Background: an optimization exercise with open tools, aiming at small area. Do not read the settings as production practice. In this exercise RTL edits were held to simulation tests only and were not proved equivalent to the original. The flow treats the clock pin as an ideal source, which a real chip does not have. Power figures rest on the tool's default switching activity, not on a simulated workload.

`design/flow/config.mk`:
```
export PLATFORM = sky130hd
export DESIGN_NAME = ddr2_ctrl_top
export DESIGN_NICKNAME = ddr2_ctrl_top
export VERILOG_FILES = /design/flow/design.v
export SDC_FILE = /design/flow/constraint.sdc
export NUM_CORES = 4
export LEC_CHECK = 0
export CAP_MARGIN = 0
export CORE_MARGIN = 2
export CORE_UTILIZATION = 70
export GPL_TIMING_DRIVEN = 0
export PLACE_DENSITY = 0.8
export SLEW_MARGIN = 0
```
`design/flow/constraint.sdc`:
```
create_clock -name core_clock -period 5.0 [get_ports {clk}]
set_input_delay 1.0000 -clock core_clock [delete_from_list [all_inputs] [get_ports {clk}]]
set_output_delay 1.0000 -clock core_clock [all_outputs]
set_load 0.01 [all_outputs]
```
`design/flow/design.v`:
```
`timescale 1ns/1ps
module ddr2_ctrl
  (
   input         clk,
   input         rst,
   input  [2:0]  af_cmd,
   input  [30:0] af_addr,
   input         af_empty,
   input         phy_init_done,
   output        ctrl_ref_flag,
   output        ctrl_af_rden,
   output        ctrl_wren,
   output        ctrl_rden,
   output [12:0] ctrl_addr,
   output [1:0]  ctrl_ba,
   output        ctrl_ras_n,
   output        ctrl_cas_n,
   output        ctrl_we_n,
   output [0:0]  ctrl_cs_n
   );
  localparam [3:0] S_IDLE = 4'b0000;
  localparam [3:0] S_ARW  = 4'b0001;    
  localparam [3:0] S_PW   = 4'b0010;    
  localparam [3:0] S_PW1  = 4'b0011;    
  localparam [3:0] S_AW   = 4'b0100;    
  localparam [3:0] S_WW   = 4'b0110;    
  localparam [3:0] S_RW   = 4'b0111;    
  localparam [3:0] S_AR   = 4'b1001;    
  localparam [3:0] S_PRE  = 4'b1010;    
  localparam [3:0] S_ACT  = 4'b1011;    
  localparam [3:0] S_BW   = 4'b1100;    
  localparam [3:0] S_BR   = 4'b1101;    
  reg [3:0] state_r;
  reg [3:0] next_state;
  wire is_cmd  = state_r[3];
  wire is_bst  = state_r[3] & state_r[2];                   
  wire is_bw   = is_bst & ~state_r[0];
  wire is_br   = is_bst &  state_r[0];
  wire is_ar   = state_r[3] & ~state_r[2] & ~state_r[1];
  wire is_pre  = state_r[3] & ~state_r[2] & state_r[1] & ~state_r[0];
  wire is_act  = state_r[3] & ~state_r[2] & state_r[1] &  state_r[0];
  wire is_arw  = (state_r == S_ARW);
  reg ras_n_r, cas_n_r, we_n_r;    
  reg rst_r, rst_r1, cs_n_r;
  always @(posedge clk) begin
    rst_r  <= rst;
    rst_r1 <= rst_r;
    cs_n_r <= rst_r1;
  end
  reg phy_init_done_r;
  always @(posedge clk)
    phy_init_done_r <= phy_init_done;
  reg  [11:0] ref_cnt;
  wire [11:0] ref_nxt  = {ref_cnt[10:0],
                          ~(ref_cnt[11] ^ ref_cnt[5] ^ ref_cnt[3] ^ ref_cnt[0])};
  wire        ref_flag = (ref_cnt == 12'd1968);
  wire        ref_near = (ref_cnt == 12'd2540) | (ref_cnt == 12'd984);
  always @(posedge clk) begin
    if (rst_r1 & ~ref_near)
      ref_cnt <= 12'd0;
    else if (~rst_r1 & ref_flag)
      ref_cnt <= 12'd1;
    else
      ref_cnt <= ref_nxt;
  end
  reg auto_ref_r;
  always @(posedge clk) begin
    if (rst_r1)
      auto_ref_r <= 1'b0;
    else if (ref_flag)
      auto_ref_r <= 1'b1;
    else if (is_ar)
      auto_ref_r <= 1'b0;
  end
  reg [5:0] wait_cnt;
  always @(posedge clk) begin
    if (is_ar)
      wait_cnt <= 6'd32;
    else if (is_act)
      wait_cnt <= 6'd10;
    else if (is_pre)
      wait_cnt <= 6'd3;
    else if (is_bw)
      wait_cnt <= 6'd8;
    else if (is_br)
      wait_cnt <= {wait_cnt[5:1], wait_cnt[0] | wait_ok};    
    else if (wait_cnt != 6'd0)
      wait_cnt <= wait_cnt - 6'd1;
  end
  wire wait_ok   = (wait_cnt == 6'd0);
  wire rcd_ok    = ~wait_cnt[3] | (wait_cnt[2:0] == 3'd0);   
  wire first_arw = is_arw & wait_cnt[5];    
  reg [2:0] ta_cnt;
  reg       last_wr;
  always @(posedge clk) begin
    if (rst_r1)
      ta_cnt <= 3'd0;
    else if (is_bw)
      ta_cnt <= 3'd7;
    else if (is_br)
      ta_cnt <= 3'd4;
    else if (ta_cnt != 3'd0)
      ta_cnt <= ta_cnt - 3'd1;
  end
  always @(posedge clk) begin
    if (is_bw)
      last_wr <= 1'b1;
    else if (is_br)
      last_wr <= 1'b0;
  end
  wire ta_zero    = (ta_cnt == 3'd0);
  wire wr_to_rd_ok = ~last_wr | ta_zero;
  wire rd_to_wr_ok =  last_wr | ta_zero;
  wire r1_bw      =  last_wr & (ta_cnt == 3'd7);    
  wire r1_br      = ~last_wr & ta_cnt[2];           
  wire sm_rden_r  = r1_bw | r1_br;
  assign ctrl_wren =  last_wr & ta_cnt[2] & ta_cnt[1];
  assign ctrl_rden = ~last_wr & (ta_cnt[2] | (ta_cnt[1] & ta_cnt[0]));
  wire sm_rden = is_bst;
  reg  rd_af_flag_r, ctrl_af_rden_r;
  reg  af_valid_r, af_valid_r1, af_valid_r2;
  reg  [1:0]  bank1, bank2;
  reg  [12:0] row1;
  reg  [9:0]  col1;
  reg         rd1, rd2;        
  reg         bank_conflict_r;
  assign ctrl_af_rden = sm_rden | rd_af_flag_r;
  always @(posedge clk) begin
    if (rst_r1)
      rd_af_flag_r <= 1'b0;
    else if (ctrl_af_rden_r | (rd_af_flag_r & (af_valid_r | af_valid_r1)))
      rd_af_flag_r <= 1'b0;
    else if (~af_valid_r1 | ~af_valid_r)
      rd_af_flag_r <= 1'b1;
  end
  always @(posedge clk)
    ctrl_af_rden_r <= ctrl_af_rden & ~af_empty;
  always @(posedge clk) begin
    if (rst_r1)
      af_valid_r <= 1'b0;
    else if (ctrl_af_rden_r | sm_rden_r | ~af_valid_r1 | ~af_valid_r2)
      af_valid_r <= ctrl_af_rden_r;
  end
  wire en1 = ~af_valid_r1 | sm_rden_r | ~af_valid_r2;
  always @(posedge clk) begin
    if (rst_r1) begin
      af_valid_r1 <= 1'b0;
      bank1       <= 2'b00;
    end else if (en1) begin
      af_valid_r1 <= af_valid_r;
      bank1       <= af_addr[24:23];
    end
    if (en1) begin
      row1 <= af_addr[22:10];
      col1 <= af_addr[9:0];
      rd1  <= af_cmd[0];
    end
  end
  wire en2 = sm_rden | ~af_valid_r2;
  always @(posedge clk) begin
    if (rst_r1)
      af_valid_r2 <= 1'b0;
    else if (en2)
      af_valid_r2 <= af_valid_r1;
  end
  reg  [3:0]  bank_open;
  reg  [1:0]  mru0, mru1, mru2;
  reg  [12:0] open_row [0:3];
  reg         row_conflict_r;
  wire        all_open = &bank_open;
  wire        cmd_act = ~ras_n_r & cas_n_r & we_n_r;
  reg  [1:0]  row_bank;    
  wire [1:0]  bank1_nxt = rst_r1 ? 2'b00 : en1 ? af_addr[24:23] : bank1;
  always @(posedge clk)
    row_bank <= is_act ? bank2 : bank1_nxt;
  wire [12:0] row_sel = open_row[row_bank];
  always @(posedge clk)
    if (en2 & af_valid_r1)
      open_row[bank1] <= row1;
  wire [1:0]  lru_bank = all_open ? (mru0 ^ mru1 ^ mru2) : 2'b00;
  always @(posedge clk) begin
    if (en2) begin
      bank2 <= bank1;
      row_conflict_r <= (row_sel != row1);
      rd2   <= rd1;
      bank_conflict_r <= ~bank_open[bank1];
    end
  end
  reg [9:0] col_r;
  always @(posedge clk)
    if (~af_valid_r2 | sm_rden_r)
      col_r <= col1;
  wire act_upd = is_act & ~rst_r1;
  wire hit0 = (mru0 == bank2);
  wire hit1 = (mru1 == bank2);
  always @(posedge clk) begin
    if (first_arw)
      bank_open <= 4'b0000;
    else if (act_upd)
      bank_open[bank2] <= 1'b1;
    if (act_upd) begin
      mru0 <= bank2;
      if (~hit0)
        mru1 <= mru0;
      if (~hit0 & ~hit1)
        mru2 <= mru1;
    end
  end
  always @(posedge clk) begin
    if (rst_r1)
      state_r <= S_IDLE;
    else
      state_r <= next_state;
  end
  wire is_ww_rw  = (state_r[3:1] == 3'b011);
  wire req_ready = af_valid_r2 & ~bank_conflict_r & ~row_conflict_r;
  wire go_pre = wait_ok & (auto_ref_r | (is_ww_rw & af_valid_r2 & ~bank_conflict_r & row_conflict_r));
  wire go_act = ~auto_ref_r & (((state_r == S_PW) & wait_ok) |
                               (is_arw & wait_ok & af_valid_r2) |
                               (is_ww_rw & af_valid_r2 & bank_conflict_r));
  wire go_bst = ~auto_ref_r & (((state_r == S_AW) & rcd_ok) | (is_ww_rw & req_ready));
  wire go_bw  = go_bst & ~rd2 & rd_to_wr_ok;
  wire go_br  = go_bst &  rd2 & wr_to_rd_ok;
  always @(*) begin
    case (state_r)
      S_IDLE: next_state = phy_init_done_r ? S_AR : S_IDLE;
      S_PRE:  next_state = auto_ref_r ? S_PW1 : S_PW;
      S_PW1:  next_state = wait_ok ? S_AR : S_PW1;
      S_AR:   next_state = S_ARW;
      S_ACT:  next_state = S_AW;
      S_BW:   next_state = S_WW;
      S_BR:   next_state = S_RW;
      default:
        next_state = go_pre ? S_PRE : go_act ? S_ACT : go_bw ? S_BW :
                     go_br ? S_BR : state_r;
    endcase
  end
  always @(posedge clk) begin
    ras_n_r <= ~is_cmd | state_r[2];
    cas_n_r <= ~is_cmd | state_r[1];
    we_n_r  <= ~is_cmd | state_r[0];
  end
  reg        a10_r;
  reg [1:0]  ba_r;
  always @(posedge clk) begin
    a10_r <= is_pre & auto_ref_r;
    if (is_pre & bank_conflict_r)
      ba_r <= lru_bank;
    else
      ba_r <= bank2;
  end
  assign ctrl_addr[12:11] = row_sel[12:11] & {2{cmd_act}};
  assign ctrl_addr[10]    = (row_sel[10] & cmd_act) | a10_r;
  assign ctrl_addr[9:0]   = (row_sel[9:0] & {10{cmd_act}}) | (col_r & {10{ras_n_r}});
  assign ctrl_ref_flag = ref_flag;
  assign ctrl_ba    = ba_r;
  assign ctrl_ras_n = ras_n_r;
  assign ctrl_cas_n = cas_n_r;
  assign ctrl_we_n  = we_n_r;
  assign ctrl_cs_n  = cs_n_r;
endmodule
`timescale 1ns/1ps
module ddr2_ctrl_top (
  input         clk,
  input         rst,
  input  [2:0]  af_cmd,
  input  [30:0] af_addr,
  input         af_empty,
  input         phy_init_done,
  output        ctrl_ref_flag,
  output        ctrl_af_rden,
  output        ctrl_wren,
  output        ctrl_rden,
  output [12:0] ctrl_addr,
  output [1:0]  ctrl_ba,
  output        ctrl_ras_n,
  output        ctrl_cas_n,
  output        ctrl_we_n,
  output [0:0]  ctrl_cs_n
);
  ddr2_ctrl u_ctrl (
    .clk           (clk),
    .rst           (rst),
    .af_cmd        (af_cmd),
    .af_addr       (af_addr),
    .af_empty      (af_empty),
    .phy_init_done (phy_init_done),
    .ctrl_ref_flag (ctrl_ref_flag),
    .ctrl_af_rden  (ctrl_af_rden),
    .ctrl_wren     (ctrl_wren),
    .ctrl_rden     (ctrl_rden),
    .ctrl_addr     (ctrl_addr),
    .ctrl_ba       (ctrl_ba),
    .ctrl_ras_n    (ctrl_ras_n),
    .ctrl_cas_n    (ctrl_cas_n),
    .ctrl_we_n     (ctrl_we_n),
    .ctrl_cs_n     (ctrl_cs_n)
  );
endmodule
```
`design/flow/flow/run.sh`:
```
#!/bin/bash
# The standard ORFS layout (standard.sh) with these changes:
#  - after the standard synthesis, flow/restructure.tcl re-maps the
#    combinational logic for area (OpenROAD restructure -target area, with
#    the platform's don't-use cells taken out of the Liberty file it maps
#    to); the registers are kept as the standard synthesis made them;
#  - ports are buffered with buf_1 (BUFFER_PORTS_ARGS);
#  - CTS uses clkbuf_8 and inserts no dummy loads (CTS_ARGS).
# Each tool's output goes to a log file of its own here.
set -euo pipefail
export BUFFER_PORTS_ARGS="-buffer_cell sky130_fd_sc_hd__buf_1"
export REMOVE_ABC_BUFFERS=1
export CTS_ARGS="-sink_clustering_enable -repair_clock_nets -dont_use_dummy_load -buf_list sky130_fd_sc_hd__clkbuf_8"
R=orfs/results/sky130hd/ddr2_ctrl_top/base
LIB=$FLOW_HOME/platforms/sky130hd/lib/sky130_fd_sc_hd__tt_025C_1v80.lib

bash standard.sh synth > standard_synth.log 2>&1
cp $R/1_synth.odb $R/1_synth_std.odb
mkdir -p restructure_work
python3 flow/filter_lib.py $LIB restructure_work/abc.lib > filter_lib.log 2>&1
RS_LIB=$LIB RS_ABC_LIB=$PWD/restructure_work/abc.lib \
RS_IN=$R/1_synth_std.odb RS_SDC=$R/1_synth.sdc RS_OUT=$R/1_synth_rs.odb \
RS_WORK=$PWD/restructure_work \
  openroad -no_init -exit flow/restructure.tcl > restructure.log 2>&1
cp $R/1_synth_rs.odb $R/1_synth.odb
touch $R/1_synth.sdc

bash standard.sh > standard.log 2>&1
```
`design/flow/flow/filter_lib.py`:
```
"""Write a copy of a Liberty file without the cells the platform marks
don't-use (sky130hd: probe_p_8, probec_p_8 and lpflow_* cells), for
restructure's ABC mapping, which reads the Liberty file directly."""
import re
import sys

src, dst = sys.argv[1], sys.argv[2]
text = open(src).read()
drop = re.compile(r'^sky130_fd_sc_hd__(probe_p_8|probec_p_8|lpflow_\w+)$')
out = []
pos = 0
for m in re.finditer(r'\n(\s*)cell\s*\(\s*"?(\w+)"?\s*\)\s*\{', text):
    if m.start() < pos:
        continue
    # find the end of this cell block by brace matching
    depth = 0
    i = m.end() - 1
    while True:
        c = text[i]
        if c == '{':
            depth += 1
        elif c == '}':
            depth -= 1
            if depth == 0:
                break
        i += 1
    out.append(text[pos:m.start()])
    if not drop.match(m.group(2)):
        out.append(text[m.start():i + 1])
    pos = i + 1
out.append(text[pos:])
open(dst, 'w').write(''.join(out))
```
`design/flow/flow/restructure.tcl`:
```
# Area recovery on the standard synthesis's netlist: OpenROAD's restructure
# re-maps the combinational logic between the registers with ABC for area,
# using a copy of the Liberty file without the platform's don't-use cells.
# The registers (their cells and names) are not touched.
read_liberty $::env(RS_LIB)
read_db $::env(RS_IN)
read_sdc $::env(RS_SDC)
report_design_area
restructure -target area -liberty_file $::env(RS_ABC_LIB) \
  -tielo_port sky130_fd_sc_hd__conb_1/LO -tiehi_port sky130_fd_sc_hd__conb_1/HI \
  -work_dir $::env(RS_WORK)
report_design_area
report_worst_slack
write_db $::env(RS_OUT)
```
`design/flow/standard.sh`:
```
#!/bin/bash
# synth_recipe.tcl (not shown) runs the flow's synth.tcl, then flattens the netlist and writes it again
# the make line also repeats each setting of config.mk as NAME=value (left out here)
make -C /OpenROAD-flow-scripts/flow DESIGN_CONFIG=/design/flow/config.mk WORK_HOME=/design/flow/orfs CLKGATE_MAP_FILE= SYNTH_SCRIPT=/design/flow/synth_recipe.tcl "${@:-finish}"
```
==> results.json, run 1 <==
{
  "pwr-share-clk": 0.242,
  "route.vias.total": 3950,
  "switching_share": 0.2963,
  "cp.arrival_ps": 3430,
  "slew_headroom": 0.09960,
  "post_cts_resize_count": 0,
  "first_pass_detailed_route_iteration_total": 5,
  "worst-r2r-setup-slack_ps": 890,
  "numPortBuffers": 52,
  "hold-path-cell-count": 0,
  "detailedPlace.worstSlack_ps": 1012,
  "totalWireLength_um": 11710,
  "grt_usage": 0.2839,
  "antenna_found_initial": 0,
  "hold_path_startpoint": "u_ctrl.rst_r",
  "count_of_warnings_emitted_by_yosys": 1,
  "setup_tns_ps": 0,
  "maximum_number_of_buffers_from_clock_root_to_sink": 2,
  "cellInternalPower_mw": 1.889,
  "tritoncts.num_buffers": 17,
  "worst_hold_path.endpoint": "u_ctrl.rst_r1",
  "maxSlewViolCount": 0,
  "tritoncts": "done",
  "area_delta_synth_final_pct": 10.04,
  "place.gp.congestion": 0.9216,
  "worst_slew_pin_slew_ps": 1346,
  "global_route.overflow_total": 0,
  "residual_antenna_violating_net_count_after_detailed_routing": 0,
  "die_height_um": 93.01,
  "finalCritPeriodShare": 0.8860,
  "cts_hold_buf": 0,
  "setup_repair_after_global_routing_missed_its_margin": "false",
  "fin_nets": 551,
  "clock_skew_ps": 27.01,
  "number_of_sinks_driven_by_the_clock_tree": 147,
  "clk_transition_reported_paths_ps": 80,
  "synthesis.instances": 442,
  "hold_ws_ps": 340.6,
  "max_freq_ghz": 0.2257,
  "drc": 0,
  "post_cts_setup_driven_buffer_insertion_count": 0,
  "grt_pass1_wl_um": 18120,
  "critical_path.startpoint_type": "flip-flop",
  "wl_per_cell_um": 19.11,
  "final_period_minus_worst_setup_slack_ps": 4430,
  "maxCapViolations": 0,
  "outcome": "finished clean",
  "grt_pass1_vias": 3766,
  "cp_data_required_time_ps": 4000,
  "largest_net_degree_at_the_start_of_global_routing": 28,
  "power.sequential.fraction": 0.562,
  "io_pins": 61,
  "core_region_area_um2": 7687,
  "timing.rr.end": "u_ctrl.row_conflict_r",
  "dieArea_um2": 8650,
  "drt_first_iter_violations": 335,
  "share_comb_of_total_power": 0.196,
  "worstSetupPathType": "flip-flop to primary output",
  "power.switching_uw": 795.5,
  "timing.final.ws_setup_ps": 569.8,
  "final-setup-viol-count": 0,
  "peakVddDrop_v": 0.0002895,
  "hp-class": "flip-flop to flip-flop",
  "placement_rows": 32,
  "initial_utilization": 0.7214,
  "final_layout_size_suffix_gt1_frac": 0.03327,
  "synthesis.area_um2": 5545,
  "clk_latency_ps": 430,
  "critical_path_peak_fanout": 27,
  "p_leak_nw": 1.983,
  "routed_via_density": 6.444,
  "cts_root_buffer": "sky130_fd_sc_hd__clkbuf_8",
  "syn_area_per_cell_um2": 12.55,
  "number_of_cells_on_the_worst_reg_to_reg_path": 7,
  "cellPowerDensity_nw_per_um2": 440.0,
  "critical_path.endpoint_type": "primary output",
  "cts_htree_levels": 4,
  "floorplan.die.width_um": 93.01,
  "hold_viol": 0,
  "insertedDiodeCount": 0,
  "hpwlAfterDp_um": 7924
}
==> stage by stage <==
stage                     instances  area [µm²]  utilization  total power [mW]
after global placement          596        5868       0.7633             2.022
after CTS                       613        6102       0.7938             2.683
after global routing            613        6102       0.7938             2.797
after detailed placement        596        5868       0.7633             2.044
after floorplan                 442        5545            -             1.867
final                           613        6102       0.7938             2.685
==> layer usage <==
layer / vias to the layer above / share of wire / global-route usage / wire, µm
met5: - / 0 / 0 / 0
met2: 246 / 0.48 / 0.4541 / 5658
met4: 0 / 0.020 / 0.1115 / 240
met3: 22 / 0.093 / 0.07252 / 1084
li1: 1829 / - / - / -
met1: 1853 / 0.40 / 0.3789 / 4730
==> flip-flops by register name, summed over array words and instances (netlist names), 3 cells and up, named ones only <==
signal	cells
u_ctrl.ref_cnt	12
u_ctrl.col1	10
u_ctrl.state_r	4
u_ctrl.col_r	10
u_ctrl.open_row	52
u_ctrl.bank_open	4
u_ctrl.row1	13
u_ctrl.wait_cnt	6
u_ctrl.ta_cnt	3
==> worst max-delay path, stage by stage, from the launching register on <==
cell,delay [ps]
sky130_fd_sc_hd__dfxtp_1,1030
sky130_fd_sc_hd__clkinv_1,1040
sky130_fd_sc_hd__o22ai_1,400
sky130_fd_sc_hd__o22a_1,260
sky130_fd_sc_hd__o21ai_0,130
sky130_fd_sc_hd__buf_1,160
==> power groups by stage <==
stage,clock network (mW),registers [mW],logic [mW]
after CTS,0.662,1.51,0.515
after floorplan,0,1.50,0.367
after global placement,0,1.52,0.497
after detailed placement,0,1.53,0.512
final,0.651,1.51,0.525
after global routing,0.696,1.52,0.579
==> final cells by class <==
type                            instances  area (µm²)
Clock buffer                           17       234.0
Fill cell                             467        1585
Inverter                               50       187.7
Multi-Input combinational cell        245        1444
Sequential cell                       147        3914
Tap cell                              102       127.6
Timing Repair Buffer                   52       195.2
==> cells in the final DEF, fill, tap and decap left out, drive strengths merged, types with 2 or more instances in the layout <==
cell type  count
edfxtp        97
buf           52
dfxtp         50
clkinv        50
o22ai         41
nor2          40
o21ai         26
nand2         22
clkbuf        17
nor3          16
o22a          16
a21oi         13
o21a          13
nand3          5
nor2b          5
a22oi          4
a2bb2oi        4
nand4          4
o221ai         4
o32ai          4
a222oi         3
a31oi          3
nor4           3
xnor2          3
a2111oi        2
a221oi         2
o2bb2ai        2
==> worst max-delay path by stage <==
stage	from	end	depth (start not counted)
2_1_floorplan	flip-flop	ctrl_addr[5]	4
3_3_place_gp	flip-flop	u_ctrl.row_conflict_r	7
3_5_place_dp	flip-flop	u_ctrl.row_conflict_r	7
4_1_cts	flip-flop	ctrl_addr[9]	5
5_1_grt	flip-flop	ctrl_addr[1]	5
6_report	flip-flop	ctrl_addr[9]	5
==> run 2: changes to the inputs <==
--- a/design/flow/design.v
+++ b/design/flow/design.v
@@ -56,9 +56,12 @@
   wire        ref_flag = (ref_cnt == 12'd1968);
   wire        ref_near = (ref_cnt == 12'd2540) | (ref_cnt == 12'd984);
   always @(posedge clk) begin
-    if (rst_r1 & ~ref_near)
-      ref_cnt <= 12'd0;
-    else if (~rst_r1 & ref_flag)
+    if (rst_r1) begin
+      if (ref_near)
+        ref_cnt <= ref_nxt;
+      else
+        ref_cnt <= 12'd0;
+    end else if (ref_flag)
       ref_cnt <= 12'd1;
     else
       ref_cnt <= ref_nxt;
==> results.json, run 2 <==
{
  "outcome": "finished clean",
  "critical_path.startpoint_type": "flip-flop",
  "worstSetupPathType": "flip-flop to primary output",
  "count_of_warnings_emitted_by_yosys": 1,
  "initial_utilization": 0.7230,
  "post_cts_resize_count": 0,
  "worst_path_largest_cell_delay_ps": 990,
  "cts_hold_buf": 0,
  "dieArea_um2": 8711,
  "insertedDiodeCount": 0,
  "antenna_found_initial": 0,
  "critical_path.endpoint_type": "primary output",
  "cts_root_buffer": "sky130_fd_sc_hd__clkbuf_8",
  "place.gp.congestion": 0.8966,
  "layout.cells.most_common": "sky130_fd_sc_hd__edfxtp_1",
  "number_of_sinks_driven_by_the_clock_tree": 147,
  "hold-path-cell-count": 0,
  "critical_path_peak_fanout": 27,
  "largest_register": "u_ctrl.open_row",
  "final_layout_size_suffix_gt1_frac": 0.03529,
  "grt_pass1_wl_um": 18370,
  "tritoncts.num_buffers": 17,
  "route.vias.total": 3912,
  "routed_via_density": 6.392,
  "hold_viol": 0,
  "hp-class": "flip-flop to flip-flop",
  "dpl-instance-area_um2": 5917,
  "clock_skew_ps": 32.55,
  "tritoncts": "done",
  "largest_reg_flops": 52,
  "max_freq_ghz": 0.2244,
  "syn_area_per_cell_um2": 12.70,
  "die_height_um": 93.34,
  "global_route.overflow_total": 0,
  "worst_hold_path.endpoint": "u_ctrl.rst_r1",
  "number_of_cells_on_the_worst_reg_to_reg_path": 7,
  "core_region_area_um2": 7727,
  "setup_tns_ps": 0,
  "largest_net_degree_at_the_start_of_global_routing": 28,
  "p_leak_nw": 2.024,
  "floorplan.die.width_um": 93.34,
  "clk_latency_ps": 430,
  "final_period_minus_worst_setup_slack_ps": 4457,
  "reg_top3": "u_ctrl.open_row (52), u_ctrl.row1 (13), u_ctrl.ref_cnt (12)",
  "drc": 0,
  "placement_rows": 32,
  "io_pins": 61,
  "stdcell_area_um2": 6151,
  "finalCritPeriodShare": 0.8914,
  "residual_antenna_violating_net_count_after_detailed_routing": 0,
  "totalWireLength_um": 11760,
  "synthesis.area_um2": 5587,
  "grt_pass1_vias": 3814,
  "cts_htree_levels": 4,
  "post_cts_setup_driven_buffer_insertion_count": 0,
  "cp.arrival_ps": 3460,
  "drt_first_iter_violations": 373,
  "first_pass_detailed_route_iteration_total": 5,
  "maxCapViolations": 0,
  "numPortBuffers": 52,
  "timing.rr.end": "u_ctrl.row_conflict_r",
  "slew_headroom": 0.1272,
  "mostFrequentLayoutCells": "97 x sky130_fd_sc_hd__edfxtp_1, 52 x sky130_fd_sc_hd__buf_1, 50 x sky130_fd_sc_hd__dfxtp_1",
  "worst_slew_pin_slew_ps": 1304,
  "detailedPlace.worstSlack_ps": 983.4,
  "synthesis.instances": 440,
  "peakVddDrop_v": 0.0002545,
  "hold_path_startpoint": "u_ctrl.rst_r",
  "setup_repair_after_global_routing_missed_its_margin": "false",
  "grt_usage": 0.2833,
  "timing.final.ws_setup_ps": 542.8,
  "area_delta_synth_final_pct": 10.10,
  "clk_transition_reported_paths_ps": 80,
  "maximum_number_of_buffers_from_clock_root_to_sink": 2,
  "final-setup-viol-count": 0,
  "cell_by_cell_listing_of_the_critical_path": "clkinv_1 -> a22o_1 -> o22ai_1 -> o21ai_0 -> buf_1",
  "cellPowerDensity_nw_per_um2": 436.1,
  "fin_nets": 550,
  "critical-path-slowest-cell": "sky130_fd_sc_hd__clkinv_1",
  "hpwlAfterDp_um": 7833,
  "maxSlewViolCount": 0,
  "cp_data_required_time_ps": 4000,
  "wl_per_cell_um": 19.22,
  "worst-r2r-setup-slack_ps": 870
}
[run 2: how the worst max path moves through the flow]
stage	to	cells past startpoint
final	ctrl_addr[7]	5
after global placement	u_ctrl.row_conflict_r	7
after floorplan	ctrl_addr[7]	4
after CTS	ctrl_addr[7]	5
after detailed placement	u_ctrl.row_conflict_r	7
after global routing	ctrl_addr[7]	5
[run 2: area by class of cell]
class                   count  area (µm²)
flip-flops and latches    147        3914
fillers                   476        1577
multi-input cells         247        1500
clock buffers              17       234.0
repair buffers             53       202.7
inverters                  46       172.7
well taps                 102       127.6
[run 2: report_power, final]
group / internal [mW] / switching, mW
Combinational: 0.205 / 0.318
Clock: 0.300 / 0.357
Sequential: 1.39 / 0.111
[run 2: critical path: cells and delay by family (launching register included)]
| kind | cells | cell delay [ps] |
|---|---|---|
| AOI/OAI and AO/OA | 3 | 880 |
| buffers and inverters | 2 | 1160 |
| DFF | 1 | 980 |
[run 2: routing by layer]
| layer | track usage | up-vias | routed length, µm | share of wire |
|---|---|---|---|---|
| li1 | - | 1834 | - | - |
| met1 | 0.3779 | 1882 | 4937 | 0.42 |
| met5 | 0 | - | 0 | 0 |
| met2 | 0.4538 | 174 | 5726 | 0.49 |
| met4 | 0.1091 | 0 | 161 | 0.014 |
| met3 | 0.07091 | 22 | 938 | 0.080 |
[run 2: metrics by stage]
step / hold WS, ps / util / std cells / total power [mW]
4_1_cts: 312.3 / 0.7960 / 612 / 2.684
5_1_grt: 325.9 / 0.7960 / 612 / 2.806
3_3_place_gp: 313.7 / 0.7647 / 594 / 2.013
2_1_floorplan: 309.6 / - / 440 / 1.871
6_report: 310.9 / 0.7960 / 612 / 2.682
3_5_place_dp: 317.8 / 0.7657 / 595 / 2.037
==> run 3: changes to the inputs <==
--- a/design/flow/design.v
+++ b/design/flow/design.v
@@ -50,20 +50,21 @@
   reg phy_init_done_r;
   always @(posedge clk)
     phy_init_done_r <= phy_init_done;
+  localparam [11:0] REF_S0 = 12'd2756;
+  localparam [11:0] REF_F  = 12'd708;
+  localparam [11:0] REF_H  = 12'd354;
   reg  [11:0] ref_cnt;
+  wire        ref_flag = (ref_cnt == REF_F);
+  wire        ref_hold = (ref_cnt == REF_H);
   wire [11:0] ref_nxt  = {ref_cnt[10:0],
-                          ~(ref_cnt[11] ^ ref_cnt[5] ^ ref_cnt[3] ^ ref_cnt[0])};
-  wire        ref_flag = (ref_cnt == 12'd1968);
-  wire        ref_near = (ref_cnt == 12'd2540) | (ref_cnt == 12'd984);
+                          ~(ref_cnt[11] ^ ref_cnt[5] ^ ref_cnt[3] ^ ref_cnt[0]) ^ ref_flag};
   always @(posedge clk) begin
-    if (rst_r1) begin
-      if (ref_near)
+    if (rst_r1 & cs_n_r) begin
+      if (ref_hold)
         ref_cnt <= ref_nxt;
       else
-        ref_cnt <= 12'd0;
-    end else if (ref_flag)
-      ref_cnt <= 12'd1;
-    else
+        ref_cnt <= REF_S0;
+    end else
       ref_cnt <= ref_nxt;
   end
   reg auto_ref_r;
==> results.json, run 3 <==
{
  "outcome": "finished clean",
  "wl_per_cell_um": 18.41,
  "worst_path_largest_cell_delay_ps": 990,
  "synthesis.area_um2": 5555,
  "placement_rows": 32,
  "critical-path-slowest-cell": "sky130_fd_sc_hd__clkinv_1",
  "area_delta_synth_final_pct": 10.11,
  "maximum_number_of_buffers_from_clock_root_to_sink": 2,
  "critical-path-top-delay-family": "buffers and inverters",
  "count_of_warnings_emitted_by_yosys": 1,
  "antenna_found_initial": 0,
  "multiInputGateArea_um2": 1480,
  "mostFrequentLayoutCells": "97 x sky130_fd_sc_hd__edfxtp_1, 52 x sky130_fd_sc_hd__buf_1, 50 x sky130_fd_sc_hd__dfxtp_1",
  "tritoncts.num_buffers": 17,
  "hold_ws_ps": 337.3,
  "cts_htree_levels": 4,
  "critPathBufInv": 2,
  "tritoncts": "done",
  "drc": 0,
  "drt_first_iter_violations": 335,
  "largest_net_degree_at_the_start_of_global_routing": 28,
  "syn_area_per_cell_um2": 12.68,
  "timing.final.ws_setup_ps": 487.6,
  "io_pins": 61,
  "insertedDiodeCount": 0,
  "p_leak_nw": 2.029,
  "cellPowerDensity_nw_per_um2": 446.2,
  "hpwlAfterDp_um": 7448,
  "global_route.overflow_total": 0,
  "totalWireLength_um": 11230,
  "numPlacedInstances": 593,
  "route.vias.total": 3818,
  "maxSlewViolCount": 0,
  "max_freq_ghz": 0.2216,
  "post_cts_resize_count": 0,
  "final-setup-viol-count": 0,
  "initial_utilization": 0.7189,
  "largest_reg_flops": 52,
  "grt_pass1_vias": 3669,
  "layout.filler_cells": 464,
  "maxCapViolations": 0,
  "floorplan.die.width_um": 93.09,
  "first_pass_detailed_route_iteration_total": 5,
  "synthesis.instances": 438,
  "worstSetupPathType": "flip-flop to primary output",
  "worst_slew_pin_slew_ps": 1325,
  "critical_path_peak_fanout": 27,
  "residual_antenna_violating_net_count_after_detailed_routing": 0,
  "clk_latency_ps": 440,
  "cell_by_cell_listing_of_the_critical_path": "clkinv_1 -> a22o_1 -> o22ai_1 -> o21ai_0 -> buf_1",
  "final_period_minus_worst_setup_slack_ps": 4512,
  "largest_register": "u_ctrl.open_row",
  "cts_hold_buf": 0,
  "clk_transition_reported_paths_ps": 80,
  "number_of_sinks_driven_by_the_clock_tree": 147,
  "place.gp.congestion": 0.8914,
  "die_height_um": 93.09,
  "peakVddDrop_v": 0.0004140,
  "detailedPlace.worstSlack_ps": 1032,
  "fin_nets": 548,
  "setup_tns_ps": 0,
  "finalCritPeriodShare": 0.9025,
  "final_layout_size_suffix_gt1_frac": 0.03543,
  "cts_root_buffer": "sky130_fd_sc_hd__clkbuf_8",
  "slew_headroom": 0.1131,
  "critical_path.endpoint_type": "primary output",
  "reg_top3": "u_ctrl.open_row (52), u_ctrl.row1 (13), u_ctrl.ref_cnt (12)",
  "dieArea_um2": 8665,
  "layout.cells.non_filler": 610,
  "grt_pass1_wl_um": 17560,
  "numPortBuffers": 52,
  "register_area_um2": 3914,
  "core_region_area_um2": 7727,
  "cp_data_required_time_ps": 4000,
  "routed_via_density": 6.259,
  "grt_usage": 0.2763,
  "setup_repair_after_global_routing_missed_its_margin": "false",
  "hold_viol": 0,
  "layout.cells.most_common": "sky130_fd_sc_hd__edfxtp_1",
  "clock_skew_ps": 27.29,
  "hp-class": "flip-flop to flip-flop",
  "cp.arrival_ps": 3510,
  "post_cts_setup_driven_buffer_insertion_count": 0,
  "critical_path.startpoint_type": "flip-flop"
}
## run 3: layer usage
metal	global-route usage	wire [µm]	up-vias
li1	-	-	1817
met1	0.3655	4847	1810
met2	0.4251	5299	169
met3	0.09750	867	22
met4	0.1078	214	0
met5	0	0	-
## run 3: area by class of cell
| type | count | area share |
|---|---|---|
| Multi-Input combinational cell | 248 | 0.2420 |
| Sequential cell | 147 | 0.6398 |
| Clock buffer | 17 | 0.03825 |
| Tap cell | 102 | 0.02086 |
| Inverter | 43 | 0.02639 |
| Timing Repair Buffer | 53 | 0.03273 |
## run 3: worst reg2reg max path, cell delays in order, from the launching register on
cell                       delay [ps]
sky130_fd_sc_hd__dfxtp_1          970
sky130_fd_sc_hd__clkinv_1         990
sky130_fd_sc_hd__a22o_1           450
sky130_fd_sc_hd__o22ai_1          330
sky130_fd_sc_hd__o22ai_1          130
sky130_fd_sc_hd__a221oi_1         290
sky130_fd_sc_hd__nand3_1          110
sky130_fd_sc_hd__or4_1            520
## run 3: power breakdown
part	internal (mW)	switching, mW	leakage (nW)	total [mW]
Combinational	0.199	0.341	0.559	0.541
Sequential	1.41	0.125	1.35	1.54
Clock	0.298	0.352	0.122	0.650
## run 3: stage by stage
stage                     cell area, µm²  utilization  power (mW)
final                               6117       0.7916       2.729
after global routing                6117       0.7916       2.860
after CTS                           6117       0.7916       2.723
after detailed placement            5883       0.7613       2.087
after global placement              5878       0.7607       2.068
after floorplan                     5555            -       1.910
## run 3: final timing paths
check | from | cells after the start | end | slack (ps)
hold / removal | u_ctrl.rst_r | 0 | u_ctrl.rst_r1 | 340
setup reg to reg | flip-flop | 7 | u_ctrl.row_conflict_r | 940
setup / recovery | flip-flop | 5 | ctrl_addr[8] | 490
hold reg to reg | u_ctrl.rst_r | 0 | u_ctrl.rst_r1 | 340
==> run 4: changes to the inputs <==
--- a/design/flow/design.v
+++ b/design/flow/design.v
@@ -173,6 +173,7 @@
   reg         row_conflict_r;
   wire        all_open = &bank_open;
   wire        cmd_act = ~ras_n_r & cas_n_r & we_n_r;
+  wire        cmd_bst =  ras_n_r & ~cas_n_r;
   reg  [1:0]  row_bank;    
   wire [1:0]  bank1_nxt = rst_r1 ? 2'b00 : en1 ? af_addr[24:23] : bank1;
   always @(posedge clk)
@@ -183,8 +184,11 @@
       open_row[bank1] <= row1;
   wire [1:0]  lru_bank = all_open ? (mru0 ^ mru1 ^ mru2) : 2'b00;
   always @(posedge clk) begin
-    if (en2) begin
+    if (rst_r1)
+      bank2 <= 2'b00;
+    else if (en2)
       bank2 <= bank1;
+    if (en2) begin
       row_conflict_r <= (row_sel != row1);
       rd2   <= rd1;
       bank_conflict_r <= ~bank_open[bank1];
@@ -255,7 +259,7 @@
   end
   assign ctrl_addr[12:11] = row_sel[12:11] & {2{cmd_act}};
   assign ctrl_addr[10]    = (row_sel[10] & cmd_act) | a10_r;
-  assign ctrl_addr[9:0]   = (row_sel[9:0] & {10{cmd_act}}) | (col_r & {10{ras_n_r}});
+  assign ctrl_addr[9:0]   = (row_sel[9:0] & {10{cmd_act}}) | (col_r & {10{cmd_bst}});
   assign ctrl_ref_flag = ref_flag;
   assign ctrl_ba    = ba_r;
   assign ctrl_ras_n = ras_n_r;
==> results.json, run 4 <==
{
  "post_cts_resize_count": 0,
  "maximum_number_of_buffers_from_clock_root_to_sink": 2,
  "report.power.total_mw": 2.728,
  "dieArea_um2": 8672,
  "largest_net_degree_at_the_start_of_global_routing": 28,
  "residual_antenna_violating_net_count_after_detailed_routing": 0,
  "setup_repair_after_global_routing_missed_its_margin": "false",
  "largest_register": "u_ctrl.open_row",
  "reg_top3": "u_ctrl.open_row (52), u_ctrl.row1 (13), u_ctrl.ref_cnt (12)",
  "worstSetupPathType": "flip-flop to primary output",
  "numPlacedInstances": 597,
  "tritoncts": "done",
  "cp_data_required_time_ps": 4000,
  "clk_latency_ps": 420,
  "core_region_area_um2": 7727,
  "global_route.overflow_total": 0,
  "layout.filler_cells": 473,
  "routed_via_density": 6.523,
  "critical_path_peak_fanout": 27,
  "cts_hold_buf": 0,
  "cts_root_buffer": "sky130_fd_sc_hd__clkbuf_8",
  "syn_area_per_cell_um2": 12.67,
  "timing.rr.end": "u_ctrl.row_conflict_r",
  "cp.arrival_ps": 3520,
  "place.gp.congestion": 0.9048,
  "grt_pass1_vias": 3780,
  "initial_utilization": 0.7196,
  "grt_usage": 0.2800,
  "layout.cells.most_common": "sky130_fd_sc_hd__edfxtp_1",
  "clk_transition_reported_paths_ps": 80,
  "layout.cells.non_filler": 614,
  "floorplan.die.width_um": 93.13,
  "count_of_warnings_emitted_by_yosys": 1,
  "crit_path_end": "ctrl_addr[3]",
  "number_of_cells_on_the_worst_reg_to_reg_path": 8,
  "drt_first_iter_violations": 433,
  "worst-r2r-setup-slack_ps": 580,
  "critical_path.endpoint_type": "primary output",
  "final_layout_size_suffix_gt1_frac": 0.04492,
  "hold_ws_ps": 334.3,
  "tritoncts.num_buffers": 17,
  "max_freq_ghz": 0.2213,
  "register_area_um2": 3894,
  "slew_headroom": 0.1279,
  "antenna_found_initial": 0,
  "post_cts_setup_driven_buffer_insertion_count": 0,
  "synthesis.area_um2": 5560,
  "hpwlAfterDp_um": 7769,
  "final_period_minus_worst_setup_slack_ps": 4519,
  "hold_viol": 0,
  "worst_slew_pin_slew_ps": 1303,
  "maxSlewViolCount": 0,
  "wl_per_cell_um": 18.90,
  "cellPowerDensity_nw_per_um2": 442.9,
  "area_delta_synth_final_pct": 10.78,
  "finalCritPeriodShare": 0.9037,
  "peakVddDrop_v": 0.0003253,
  "critical_path.startpoint_type": "flip-flop",
  "largest_reg_flops": 52,
  "p_leak_nw": 2.031,
  "final-setup-viol-count": 0,
  "cts_htree_levels": 4,
  "multiInputGateArea_um2": 1476,
  "drc": 0,
  "numPortBuffers": 52,
  "number_of_sinks_driven_by_the_clock_tree": 147,
  "first_pass_detailed_route_iteration_total": 6,
  "hp-class": "flip-flop to flip-flop",
  "clock_skew_ps": 29.22,
  "route.vias.total": 4005,
  "synthesis.instances": 439,
  "fin_nets": 552,
  "grt_pass1_wl_um": 18250,
  "io_pins": 61,
  "setup_tns_ps": 0,
  "die_height_um": 93.13,
  "maxCapViolations": 0,
  "placement_rows": 32,
  "outcome": "finished clean",
  "totalWireLength_um": 11610,
  "mostFrequentLayoutCells": "95 x sky130_fd_sc_hd__edfxtp_1, 54 x sky130_fd_sc_hd__clkinv_1, 52 x sky130_fd_sc_hd__dfxtp_1, 52 x sky130_fd_sc_hd__buf_1, 34 x sky130_fd_sc_hd__nor2_1",
  "insertedDiodeCount": 0,
  "finalCoreUtilization": 0.7971
}
## run 4: worst min-delay path by stage
stage,from,end,slack (ps),cells past startpoint
after global placement,u_ctrl.rst_r,u_ctrl.rst_r1,310,0
final,u_ctrl.rst_r,u_ctrl.rst_r1,330,0
after floorplan,u_ctrl.rst_r,u_ctrl.rst_r1,310,0
after global routing,u_ctrl.rst_r,u_ctrl.rst_r1,340,0
after CTS,u_ctrl.rst_r,u_ctrl.rst_r1,340,0
after detailed placement,u_ctrl.rst_r,u_ctrl.rst_r1,320,0
## run 4: report_power, final
part / leakage, nW / internal [mW] / total (mW) / switching [mW]
clock network: 0.122 / 0.299 / 0.645 / 0.346
logic: 0.568 / 0.205 / 0.566 / 0.362
registers: 1.34 / 1.41 / 1.52 / 0.111
total: 2.03 / 1.91 / 2.73 / 0.818
## run 4: final cells by class
| class | instances | area share |
|---|---|---|
| inverter | 54 | 0.03291 |
| sequential | 147 | 0.6321 |
| timing repair buffer | 56 | 0.03656 |
| clock buffer | 17 | 0.03798 |
| multi-input combinational | 238 | 0.2397 |
| tap | 102 | 0.02072 |
## run 4: routing by layer
metal | routed length (µm) | up-vias | global-route usage | share of wire
met1 | 4656 | 1885 | 0.3577 | 0.40
met2 | 5777 | 246 | 0.4692 | 0.50
met4 | 253 | 0 | 0.1066 | 0.022
met5 | 0 | - | 0 | 0
li1 | - | 1838 | - | -
met3 | 917 | 36 | 0.06688 | 0.079
## run 4: per-stage QoR
stage	setup WS [ps]	instance area, µm²
floorplan	1989	5560
global placement	678.5	5883
detailed placement	765.3	5926
CTS	526.2	6160
global route	384.2	6160
finish	481.4	6160
## run 4: worst max-delay path, cell delays in order (launching register included)
cell                       delay [ps]
sky130_fd_sc_hd__dfxtp_1         1000
sky130_fd_sc_hd__clkinv_1         980
sky130_fd_sc_hd__a22o_1           430
sky130_fd_sc_hd__o22ai_1          350
sky130_fd_sc_hd__o22ai_1          160
sky130_fd_sc_hd__buf_1            170
==> run 5: changes to the inputs <==
--- a/design/flow/design.v
+++ b/design/flow/design.v
@@ -50,21 +50,17 @@
   reg phy_init_done_r;
   always @(posedge clk)
     phy_init_done_r <= phy_init_done;
-  localparam [11:0] REF_S0 = 12'd2756;
-  localparam [11:0] REF_F  = 12'd708;
-  localparam [11:0] REF_H  = 12'd354;
   reg  [11:0] ref_cnt;
-  wire        ref_flag = (ref_cnt == REF_F);
-  wire        ref_hold = (ref_cnt == REF_H);
   wire [11:0] ref_nxt  = {ref_cnt[10:0],
-                          ~(ref_cnt[11] ^ ref_cnt[5] ^ ref_cnt[3] ^ ref_cnt[0]) ^ ref_flag};
-  always @(posedge clk) begin
-    if (rst_r1 & cs_n_r) begin
-      if (ref_hold)
-        ref_cnt <= ref_nxt;
-      else
-        ref_cnt <= REF_S0;
-    end else
+                          ~(ref_cnt[11] ^ ref_cnt[5] ^ ref_cnt[3] ^ ref_cnt[0])};
+  wire        ref_flag = (ref_cnt == 12'd1968);
+  wire        ref_near = (ref_cnt == 12'd2540) | (ref_cnt == 12'd984);
+  always @(posedge clk) begin
+    if (rst_r1 & ~ref_near)
+      ref_cnt <= 12'd0;
+    else if (~rst_r1 & ref_flag)
+      ref_cnt <= 12'd1;
+    else
       ref_cnt <= ref_nxt;
   end
   reg auto_ref_r;
@@ -173,7 +169,6 @@
   reg         row_conflict_r;
   wire        all_open = &bank_open;
   wire        cmd_act = ~ras_n_r & cas_n_r & we_n_r;
-  wire        cmd_bst =  ras_n_r & ~cas_n_r;
   reg  [1:0]  row_bank;    
   wire [1:0]  bank1_nxt = rst_r1 ? 2'b00 : en1 ? af_addr[24:23] : bank1;
   always @(posedge clk)
@@ -184,11 +179,8 @@
       open_row[bank1] <= row1;
   wire [1:0]  lru_bank = all_open ? (mru0 ^ mru1 ^ mru2) : 2'b00;
   always @(posedge clk) begin
-    if (rst_r1)
-      bank2 <= 2'b00;
-    else if (en2)
-      bank2 <= bank1;
     if (en2) begin
+      bank2 <= bank1;
       row_conflict_r <= (row_sel != row1);
       rd2   <= rd1;
       bank_conflict_r <= ~bank_open[bank1];
@@ -259,7 +251,7 @@
   end
   assign ctrl_addr[12:11] = row_sel[12:11] & {2{cmd_act}};
   assign ctrl_addr[10]    = (row_sel[10] & cmd_act) | a10_r;
-  assign ctrl_addr[9:0]   = (row_sel[9:0] & {10{cmd_act}}) | (col_r & {10{cmd_bst}});
+  assign ctrl_addr[9:0]   = (row_sel[9:0] & {10{cmd_act}}) | (col_r & {10{ras_n_r}});
   assign ctrl_ref_flag = ref_flag;
   assign ctrl_ba    = ba_r;
   assign ctrl_ras_n = ras_n_r;
==> design/flow/flow/run.sh (replaced) <==
#!/bin/bash
# The standard ORFS layout (standard.sh) with these changes:
#  - ports are buffered with buf_1 (BUFFER_PORTS_ARGS);
#  - CTS uses clkbuf_8 and inserts no dummy loads (CTS_ARGS);
#  - after CTS, flow/downsize.tcl gives each logic cell the smallest drive
#    strength of its kind that keeps setup slack above 0.8 ns, hold slack
#    above 0.05 ns and no slew/capacitance violation; the clock tree and the
#    registers are left as they are.
# Each tool's output goes to a log file of its own here.
set -euo pipefail
export BUFFER_PORTS_ARGS="-buffer_cell sky130_fd_sc_hd__buf_1"
export REMOVE_ABC_BUFFERS=1
export CTS_ARGS="-sink_clustering_enable -repair_clock_nets -dont_use_dummy_load -buf_list sky130_fd_sc_hd__clkbuf_8"
bash standard.sh cts > standard_cts.log 2>&1
R=orfs/results/sky130hd/ddr2_ctrl_top/base
DSZ_LIB=$FLOW_HOME/platforms/sky130hd/lib/sky130_fd_sc_hd__tt_025C_1v80.lib \
DSZ_RC=$FLOW_HOME/platforms/sky130hd/setRC.tcl \
DSZ_IN=$R/4_cts.odb DSZ_SDC=$R/4_cts.sdc DSZ_OUT=$R/4_cts_dsz.odb \
DSZ_MIN_SLACK=0.8 DSZ_DONT_USE="" \
  openroad -no_init -exit flow/downsize.tcl > downsize.log 2>&1
cp $R/4_cts_dsz.odb $R/4_cts.odb
bash standard.sh > standard.log 2>&1
==> design/flow/flow/downsize.tcl (new file) <==
# Area recovery: replace each logic cell by the smallest cell of the same
# function and pin names that keeps the design's timing and slew/cap limits.
# Reads $::env(DSZ_IN) (odb) and $::env(DSZ_SDC), writes $::env(DSZ_OUT).
read_liberty $::env(DSZ_LIB)
read_db $::env(DSZ_IN)
read_sdc $::env(DSZ_SDC)
source $::env(DSZ_RC)
set_propagated_clock [all_clocks]
estimate_parasitics -placement

set min_slack $::env(DSZ_MIN_SLACK)
proc ok_now {} {
  global min_slack
  estimate_parasitics -placement
  set s [sta::worst_slack_cmd max]
  set h [sta::worst_slack_cmd min]
  if { $s < $min_slack * 1e-9 || $h < 0.05e-9 } { return 0 }
  if { [sta::max_slew_violation_count] > 0 } { return 0 }
  if { [sta::max_capacitance_violation_count] > 0 } { return 0 }
  return 1
}
puts "start: setup [sta::worst_slack_cmd max] hold [sta::worst_slack_cmd min]"

# equivalent cells by family name (cell name without the drive suffix)
set lib_cells [get_lib_cells sky130_fd_sc_hd__*]
array set fam {}
foreach lc $lib_cells {
  set n [get_name $lc]
  if { [regexp {^(sky130_fd_sc_hd__\w+?)_(\d+)$} $n -> base drv] } {
    lappend fam($base) $n
  }
}
set saved 0.0
set dont [list]
foreach d $::env(DSZ_DONT_USE) { lappend dont $d }
foreach inst [get_cells *] {
  set m [get_property $inst ref_name]
  if { [string match "*df*" $m] || [string match "*clkbuf*" $m] || [string match "*clkinv*" $m] } { continue }
  if { [string match "*tap*" $m] || [string match "*fill*" $m] || [string match "*decap*" $m] || [string match "*conb*" $m] } { continue }
  if { ![regexp {^(sky130_fd_sc_hd__\w+?)_(\d+)$} $m -> base drv] } { continue }
  if { ![info exists fam($base)] } { continue }
  set a0 [get_property [get_lib_cells $m] area]
  set cands [list]
  foreach c $fam($base) {
    if { $c eq $m } { continue }
    if { [lsearch $dont $c] >= 0 } { continue }
    set a [get_property [get_lib_cells $c] area]
    if { $a < $a0 } { lappend cands [list $a $c] }
  }
  foreach ac [lsort -real -index 0 $cands] {
    set c [lindex $ac 1]
    replace_cell $inst $c
    if { [ok_now] } {
      puts "downsized [get_name $inst] $m -> $c ([expr $a0 - [lindex $ac 0]])"
      set saved [expr $saved + $a0 - [lindex $ac 0]]
      break
    } else {
      replace_cell $inst $m
    }
  }
}
estimate_parasitics -placement
puts "saved $saved um2; setup [sta::worst_slack_cmd max] hold [sta::worst_slack_cmd min]"
write_db $::env(DSZ_OUT)
removed: design/flow/flow/filter_lib.py
removed: design/flow/flow/restructure.tcl
==> results.json, run 5 <==
{
  "floorplan.die.width_um": 96.04,
  "worst_slew_pin_slew_ps": 1259,
  "netlist_top_cells_area": "sky130_fd_sc_hd__edfxtp_1 49%, sky130_fd_sc_hd__dfxtp_1 17%, sky130_fd_sc_hd__mux4_1 4.0%",
  "place.gp.congestion": 0.8832,
  "dpl-instance-area_um2": 6145,
  "cellInternalPower_mw": 1.942,
  "final_layout_size_suffix_gt1_frac": 0.07595,
  "combinational_family_with_the_most_area_after_synthesis": "simple AND/OR/NAND/NOR gates",
  "final-setup-viol-count": 0,
  "residual_antenna_violating_net_count_after_detailed_routing": 0,
  "first_pass_detailed_route_iteration_total": 4,
  "synthesized_area_fraction_occupied_by_and_or_nand_nor_cells": 0.1080,
  "numPortBuffers": 52,
  "post_synth_num_cell_types": 64,
  "share_comb_of_total_power": 0.196,
  "placement_rows": 33,
  "cp.arrival_ps": 3500,
  "critical_path.endpoint_type": "flip-flop",
  "cp_data_required_time_ps": 5060,
  "grt_pass1_vias": 3328,
  "post_cts_resize_count": 0,
  "worstSetupPathType": "flip-flop to flip-flop",
  "area_delta_synth_final_pct": 6.141,
  "syn_area_per_cell_um2": 14.12,
  "insertedDiodeCount": 0,
  "grt_usage": 0.2470,
  "hold_ws_ps": 328.0,
  "die_height_um": 96.04,
  "route.vias.total": 3498,
  "reg_top3": "u_ctrl.open_row (52), u_ctrl.row1 (13), u_ctrl.ref_cnt (12)",
  "initial_utilization": 0.7216,
  "critical_path.startpoint_type": "flip-flop",
  "synth.mux.area_fraction": 0.06436,
  "synthAdderAreaFrac": 0.01224,
  "synth_async_sr_flop_share": 0,
  "finalCritPeriodShare": 0.6880,
  "clk_latency_ps": 440,
  "critical_path_peak_fanout": 20,
  "io_pins": 61,
  "hpwlAfterDp_um": 6973,
  "grt_pass1_wl_um": 16740,
  "largest_net_degree_at_the_start_of_global_routing": 28,
  "post_cts_setup_driven_buffer_insertion_count": 0,
  "power.sequential.fraction": 0.564,
  "clock_skew_ps": 33.83,
  "number_of_sinks_driven_by_the_clock_tree": 147,
  "synth_compound_gate_area_share": 0.07660,
  "largest_reg_flops": 52,
  "synthesis.area_um2": 5929,
  "hold_viol": 0,
  "dieArea_um2": 9223,
  "detailedPlace.worstSlack_ps": 1896,
  "fin_nets": 519,
  "cellPowerDensity_nw_per_um2": 433.7,
  "antenna_found_initial": 0,
  "maxCapViolations": 0,
  "clk_transition_reported_paths_ps": 70,
  "cts_htree_levels": 4,
  "count_of_warnings_emitted_by_yosys": 1,
  "p_leak_nw": 2.243,
  "maxSlewViolCount": 0,
  "synth_top_flop_cell": "sky130_fd_sc_hd__edfxtp_1",
  "cts_root_buffer": "sky130_fd_sc_hd__clkbuf_8",
  "setup_repair_after_global_routing_missed_its_margin": "false",
  "totalWireLength_um": 10600,
  "maximum_number_of_buffers_from_clock_root_to_sink": 2,
  "synth.most_common_cell": "sky130_fd_sc_hd__edfxtp_1",
  "setup_tns_ps": 0,
  "max_freq_ghz": 0.2907,
  "routed_via_density": 6.041,
  "largest_register": "u_ctrl.open_row",
  "wl_per_cell_um": 18.30,
  "netlist_top_cells_count": "97 x sky130_fd_sc_hd__edfxtp_1, 50 x sky130_fd_sc_hd__dfxtp_1, 29 x sky130_fd_sc_hd__nor2_1",
  "switching_share": 0.2884,
  "post-synth-top-area-cell": "sky130_fd_sc_hd__edfxtp_1",
  "synth_enable_flop_cells": 97,
  "drt_first_iter_violations": 283,
  "core_region_area_um2": 8217,
  "cts_hold_buf": 0,
  "global_route.overflow_total": 0,
  "final_period_minus_worst_setup_slack_ps": 3440,
  "timing.final.ws_setup_ps": 1560,
  "peakVddDrop_v": 0.0002265,
  "power.switching_uw": 787.2,
  "stdcell_area_um2": 6294,
  "slew_headroom": 0.1577,
  "layout.filler_cells": 531,
  "tritoncts.num_buffers": 17,
  "pwr-share-clk": 0.240,
  "mostFrequentLayoutCells": "97 x sky130_fd_sc_hd__edfxtp_1, 53 x sky130_fd_sc_hd__buf_1, 50 x sky130_fd_sc_hd__dfxtp_1",
  "synth_top_area_frac": 0.4912,
  "synthesis.instances": 420,
  "ys_seq_elements": 147,
  "ys_seq_area_frac": 0.6601,
  "tritoncts": "done",
  "layout.cells.most_common": "sky130_fd_sc_hd__edfxtp_1",
  "outcome": "finished clean",
  "drc": 0,
  "synth_xor_area_frac": 0.04579,
  "hp-class": "flip-flop to flip-flop"
}
## run 5: layout make-up
type,instances,area (µm²),area share
Timing Repair Buffer,53,198.9,0.03161
Inverter,18,67.56,0.01074
Sequential cell,147,3914,0.6219
Tap cell,105,131.4,0.02087
Clock buffer,17,234.0,0.03718
Multi-Input combinational cell,239,1748,0.2777
## run 5: cell families after synthesis
logic type,count (synthesis)
buffers and inverters,34
muxes,17
adders and majority gates,6
and+or+nand+nor,120
DFF,147
xor gates and xnor gates,31
AOI/OAI and AO/OA,65
## run 5: final timing paths
check,startpoint,endpoint,slack (ps),cells past startpoint
worst max-delay path,u_ctrl.state_r[3],u_ctrl.open_row[0][8],1560,5
worst min-delay path,u_ctrl.rst_r,u_ctrl.rst_r1,330,0
worst max register to register,u_ctrl.state_r[3],u_ctrl.open_row[0][8],1560,5
worst min register to register,u_ctrl.rst_r,u_ctrl.rst_r1,330,0
## run 5: worst max-delay path, cell delays in order, from the launching register on
cell and delay [ps]:
sky130_fd_sc_hd__dfxtp_1 740, sky130_fd_sc_hd__nand2_1 350, sky130_fd_sc_hd__nand2_1 300, sky130_fd_sc_hd__and2_1 240
sky130_fd_sc_hd__nor3b_1 970, sky130_fd_sc_hd__buf_1 470
## run 5: metrics by stage
stage | power [mW] | std cells | utilization
4_1_cts | 2.760 | 579 | 0.7763
6_report | 2.729 | 579 | 0.7660
3_3_place_gp | 2.094 | 561 | 0.7459
2_1_floorplan | 1.954 | 404 | -
3_5_place_dp | 2.119 | 562 | 0.7478
5_1_grt | 2.866 | 579 | 0.7660
## run 5: power groups by stage
stage / combinational (mW) / sequential (mW) / clock, mW
after floorplan: 0.427 / 1.53 / 0
after global placement: 0.534 / 1.56 / 0
after detailed placement: 0.553 / 1.57 / 0
after CTS: 0.558 / 1.54 / 0.662
after global routing: 0.602 / 1.56 / 0.704
final: 0.534 / 1.54 / 0.656
## run 5: metal layers
layer | up-vias | track usage | part of all wire
met1 | 1721 | 0.3593 | 0.45
met2 | 121 | 0.3762 | 0.48
met5 | - | 0 | 0
met4 | 0 | 0.07857 | 0.0083
li1 | 1646 | - | -
met3 | 10 | 0.05482 | 0.058
==> run 6: changes to the inputs <==
--- a/design/flow/flow/run.sh
+++ b/design/flow/flow/run.sh
@@ -1,5 +1,8 @@
 #!/bin/bash
 # The standard ORFS layout (standard.sh) with these changes:
+#  - after the standard synthesis, flow/restructure.tcl re-maps the
+#    combinational logic for area (OpenROAD restructure -target area); the
+#    registers are kept as the standard synthesis made them;
 #  - ports are buffered with buf_1 (BUFFER_PORTS_ARGS);
 #  - CTS uses clkbuf_8 and inserts no dummy loads (CTS_ARGS);
 #  - after CTS, flow/downsize.tcl gives each logic cell the smallest drive
@@ -11,10 +14,20 @@
 export BUFFER_PORTS_ARGS="-buffer_cell sky130_fd_sc_hd__buf_1"
 export REMOVE_ABC_BUFFERS=1
 export CTS_ARGS="-sink_clustering_enable -repair_clock_nets -dont_use_dummy_load -buf_list sky130_fd_sc_hd__clkbuf_8"
+R=orfs/results/sky130hd/ddr2_ctrl_top/base
+LIB=$FLOW_HOME/platforms/sky130hd/lib/sky130_fd_sc_hd__tt_025C_1v80.lib
+
+bash standard.sh synth > standard_synth.log 2>&1
+cp $R/1_synth.odb $R/1_synth_std.odb
+mkdir -p restructure_work
+RS_LIB=$LIB RS_IN=$R/1_synth_std.odb RS_SDC=$R/1_synth.sdc RS_OUT=$R/1_synth_rs.odb \
+RS_WORK=$PWD/restructure_work \
+  openroad -no_init -exit flow/restructure.tcl > restructure.log 2>&1
+cp $R/1_synth_rs.odb $R/1_synth.odb
+touch $R/1_synth.sdc
+
 bash standard.sh cts > standard_cts.log 2>&1
-R=orfs/results/sky130hd/ddr2_ctrl_top/base
-DSZ_LIB=$FLOW_HOME/platforms/sky130hd/lib/sky130_fd_sc_hd__tt_025C_1v80.lib \
-DSZ_RC=$FLOW_HOME/platforms/sky130hd/setRC.tcl \
+DSZ_LIB=$LIB DSZ_RC=$FLOW_HOME/platforms/sky130hd/setRC.tcl \
 DSZ_IN=$R/4_cts.odb DSZ_SDC=$R/4_cts.sdc DSZ_OUT=$R/4_cts_dsz.odb \
 DSZ_MIN_SLACK=0.8 DSZ_DONT_USE="" \
   openroad -no_init -exit flow/downsize.tcl > downsize.log 2>&1
==> design/flow/flow/restructure.tcl (new file) <==
# Area recovery on the standard synthesis's netlist: OpenROAD's restructure
# re-maps the combinational logic between the registers with ABC for area.
# The registers (their cells and names) are not touched.
read_liberty $::env(RS_LIB)
read_db $::env(RS_IN)
read_sdc $::env(RS_SDC)
set_dont_use [get_lib_cells {sky130_fd_sc_hd__probe_p_8 sky130_fd_sc_hd__probec_p_8 sky130_fd_sc_hd__lpflow_*}]
report_design_area
restructure -target area -liberty_file $::env(RS_LIB) \
  -tielo_port sky130_fd_sc_hd__conb_1/LO -tiehi_port sky130_fd_sc_hd__conb_1/HI \
  -work_dir $::env(RS_WORK)
report_design_area
report_worst_slack
write_db $::env(RS_OUT)
==> results.json, run 6 <==
{
  "tritoncts.num_buffers": 17,
  "residual_antenna_violating_net_count_after_detailed_routing": 0,
  "mostFrequentLayoutCells": "97 x sky130_fd_sc_hd__edfxtp_1, 52 x sky130_fd_sc_hd__buf_1, 50 x sky130_fd_sc_hd__dfxtp_1, 50 x sky130_fd_sc_hd__clkinv_1, 41 x sky130_fd_sc_hd__o22ai_1",
  "numPortBuffers": 52,
  "hpwlAfterDp_um": 7597,
  "maximum_number_of_buffers_from_clock_root_to_sink": 2,
  "slew_headroom": 0.1254,
  "worstSetupPathType": "flip-flop to primary output",
  "antenna_found_initial": 0,
  "max_freq_ghz": 0.2285,
  "post_cts_resize_count": 0,
  "cts_hold_buf": 0,
  "syn_area_per_cell_um2": 12.55,
  "io_pins": 61,
  "initial_utilization": 0.7214,
  "synthesis.instances": 442,
  "layout.cells.non_filler": 614,
  "largest_reg_flops": 52,
  "critical_path.endpoint_type": "primary output",
  "cts_htree_levels": 4,
  "number_of_sinks_driven_by_the_clock_tree": 147,
  "largest_register": "u_ctrl.open_row",
  "cts_root_buffer": "sky130_fd_sc_hd__clkbuf_8",
  "global_route.overflow_total": 0,
  "count_of_warnings_emitted_by_yosys": 1,
  "hold_ws_ps": 335.9,
  "core_region_area_um2": 7687,
  "finalCoreUtilization": 0.7944,
  "grt_usage": 0.2752,
  "cellPowerDensity_nw_per_um2": 436.8,
  "area_delta_synth_final_pct": 10.13,
  "critPathBufInv": 2,
  "multiInputGateArea_um2": 1444,
  "final_layout_size_suffix_gt1_frac": 0.03516,
  "drt_first_iter_violations": 470,
  "grt_pass1_wl_um": 17810,
  "layout.cells.most_common": "sky130_fd_sc_hd__edfxtp_1",
  "route.vias.total": 3836,
  "final_period_minus_worst_setup_slack_ps": 4376,
  "maxCapViolations": 0,
  "setup_repair_after_global_routing_missed_its_margin": "false",
  "synthesis.area_um2": 5545,
  "hold-path-cell-count": 0,
  "critical_path_depth": 5,
  "cp_data_required_time_ps": 4000,
  "critical-path-slowest-cell": "sky130_fd_sc_hd__clkinv_1",
  "layout.filler_cells": 462,
  "clk_latency_ps": 420,
  "worst_slew_pin_slew_ps": 1307,
  "register_area_um2": 3914,
  "dieArea_um2": 8650,
  "insertedDiodeCount": 0,
  "maxSlewViolCount": 0,
  "floorplan.die.width_um": 93.01,
  "totalWireLength_um": 11170,
  "place.gp.congestion": 0.9118,
  "drc": 0,
  "clk_transition_reported_paths_ps": 70,
  "wl_per_cell_um": 18.19,
  "fin_nets": 552,
  "grt_pass1_vias": 3612,
  "die_height_um": 93.01,
  "clock_skew_ps": 23.29,
  "routed_via_density": 6.248,
  "hp-class": "flip-flop to flip-flop",
  "first_pass_detailed_route_iteration_total": 5,
  "number_of_cells_on_the_worst_reg_to_reg_path": 7,
  "p_leak_nw": 1.988,
  "setup_tns_ps": 0,
  "post_cts_setup_driven_buffer_insertion_count": 0,
  "largest_net_degree_at_the_start_of_global_routing": 28,
  "cell_by_cell_listing_of_the_critical_path": "clkinv_1 -> o22ai_1 -> o22a_1 -> o21ai_0 -> buf_1",
  "tritoncts": "done",
  "placement_rows": 32,
  "finalCritPeriodShare": 0.8751,
  "cp.arrival_ps": 3380,
  "reg_top3": "u_ctrl.open_row (52), u_ctrl.row1 (13), u_ctrl.ref_cnt (12)",
  "outcome": "finished clean",
  "hold_viol": 0,
  "peakVddDrop_v": 0.0002448,
  "critical_path.startpoint_type": "flip-flop",
  "worst_path_largest_cell_delay_ps": 1030,
  "critical-path-top-delay-family": "buffers and inverters",
  "numPlacedInstances": 597,
  "final-setup-viol-count": 0,
  "critical_path_peak_fanout": 27
}
run 6: worst paths after layout:
path,from,to,slack (ps)
max,flip-flop,ctrl_addr[4],620
min,u_ctrl.rst_r,u_ctrl.rst_r1,340
max reg2reg,flip-flop,u_ctrl.row_conflict_r,1010
min reg2reg,u_ctrl.rst_r,u_ctrl.rst_r1,340
run 6: cell type report:
class                      count  share of cell area
tap                          102             0.02090
clock buffer                  17             0.03831
timing repair buffer          53             0.03278
inverter                      50             0.03073
sequential                   147              0.6409
multi-input combinational    245              0.2364
run 6: per-stage QoR:
stage / worst slack, ps / instance area [µm²] / power (mW)
after floorplan: 2112 / 5545 / 1.867
after global placement: 1178 / 5868 / 2.021
after detailed placement: 1152 / 5873 / 2.036
after CTS: 669.9 / 6107 / 2.667
after global routing: 377.9 / 6107 / 2.795
final: 624.3 / 6107 / 2.668
run 6: routing by layer:
metal | vias up | wire length, µm | GRT usage
met1 | 1803 | 4782 | 0.3812
met3 | 13 | 832 | 0.06205
met2 | 182 | 5428 | 0.4396
li1 | 1838 | - | -
met4 | 0 | 124 | 0.09191
met5 | - | 0 | 0
run 6: worst reg2reg max path, delay by kind of cell (launching register included):
kind                   cells  cell delay (ps)
AOI/OAI and AO/OA          5             1480
buffers and inverters      1             1040
DFF                        1             1000
and+or+nand+nor            1              190
run 6: where the power goes:
part / leakage (nW) / internal, mW / switching, mW / total, mW
registers: 1.34 / 1.39 / 0.110 / 1.50
clock network: 0.122 / 0.300 / 0.345 / 0.645
logic: 0.522 / 0.196 / 0.323 / 0.519
total: 1.99 / 1.89 / 0.778 / 2.67

## re-timing with driven ports
The results above use ideal ports. As a check the final layouts listed here were re-extracted and re-timed, cells and wires unchanged.
Step 1 sets driving cells, clkbuf_16 on the clock port and buf_2 on the other inputs (assumed; they add their load-dependent delay and slew).
Step 2 also shifts input and output timing later by t, the mid clock arrival at the registers, as if the neighbouring blocks saw the same clock.
Three values: ideal, step 1, step 2; two values: the first two.
| run | shift t [ns] | setup WS [ns] | hold WS [ns] |
|---|---|---|---|
| run 1 | 0.456 | 0.570 / 0.534 / 0.888 | 0.341 / 0.341 / 0.341 |
| run 2 | 0.451 | 0.543 / 0.509 / 0.874 | 0.311 / 0.311 / 0.311 |
| run 3 | 0.466 | 0.488 / 0.456 / 0.922 | 0.337 / 0.337 / 0.337 |
| run 4 | 0.439 | 0.481 / 0.450 / 0.582 | 0.334 / 0.334 / 0.334 |
| run 5 | 0.453 | 1.560 / 1.560 / 1.560 | 0.328 / 0.328 / 0.328 |
| run 6 | 0.442 | 0.624 / 0.592 / 1.014 | 0.336 / 0.336 / 0.336 |
After both steps setup and hold are still met in every run listed.
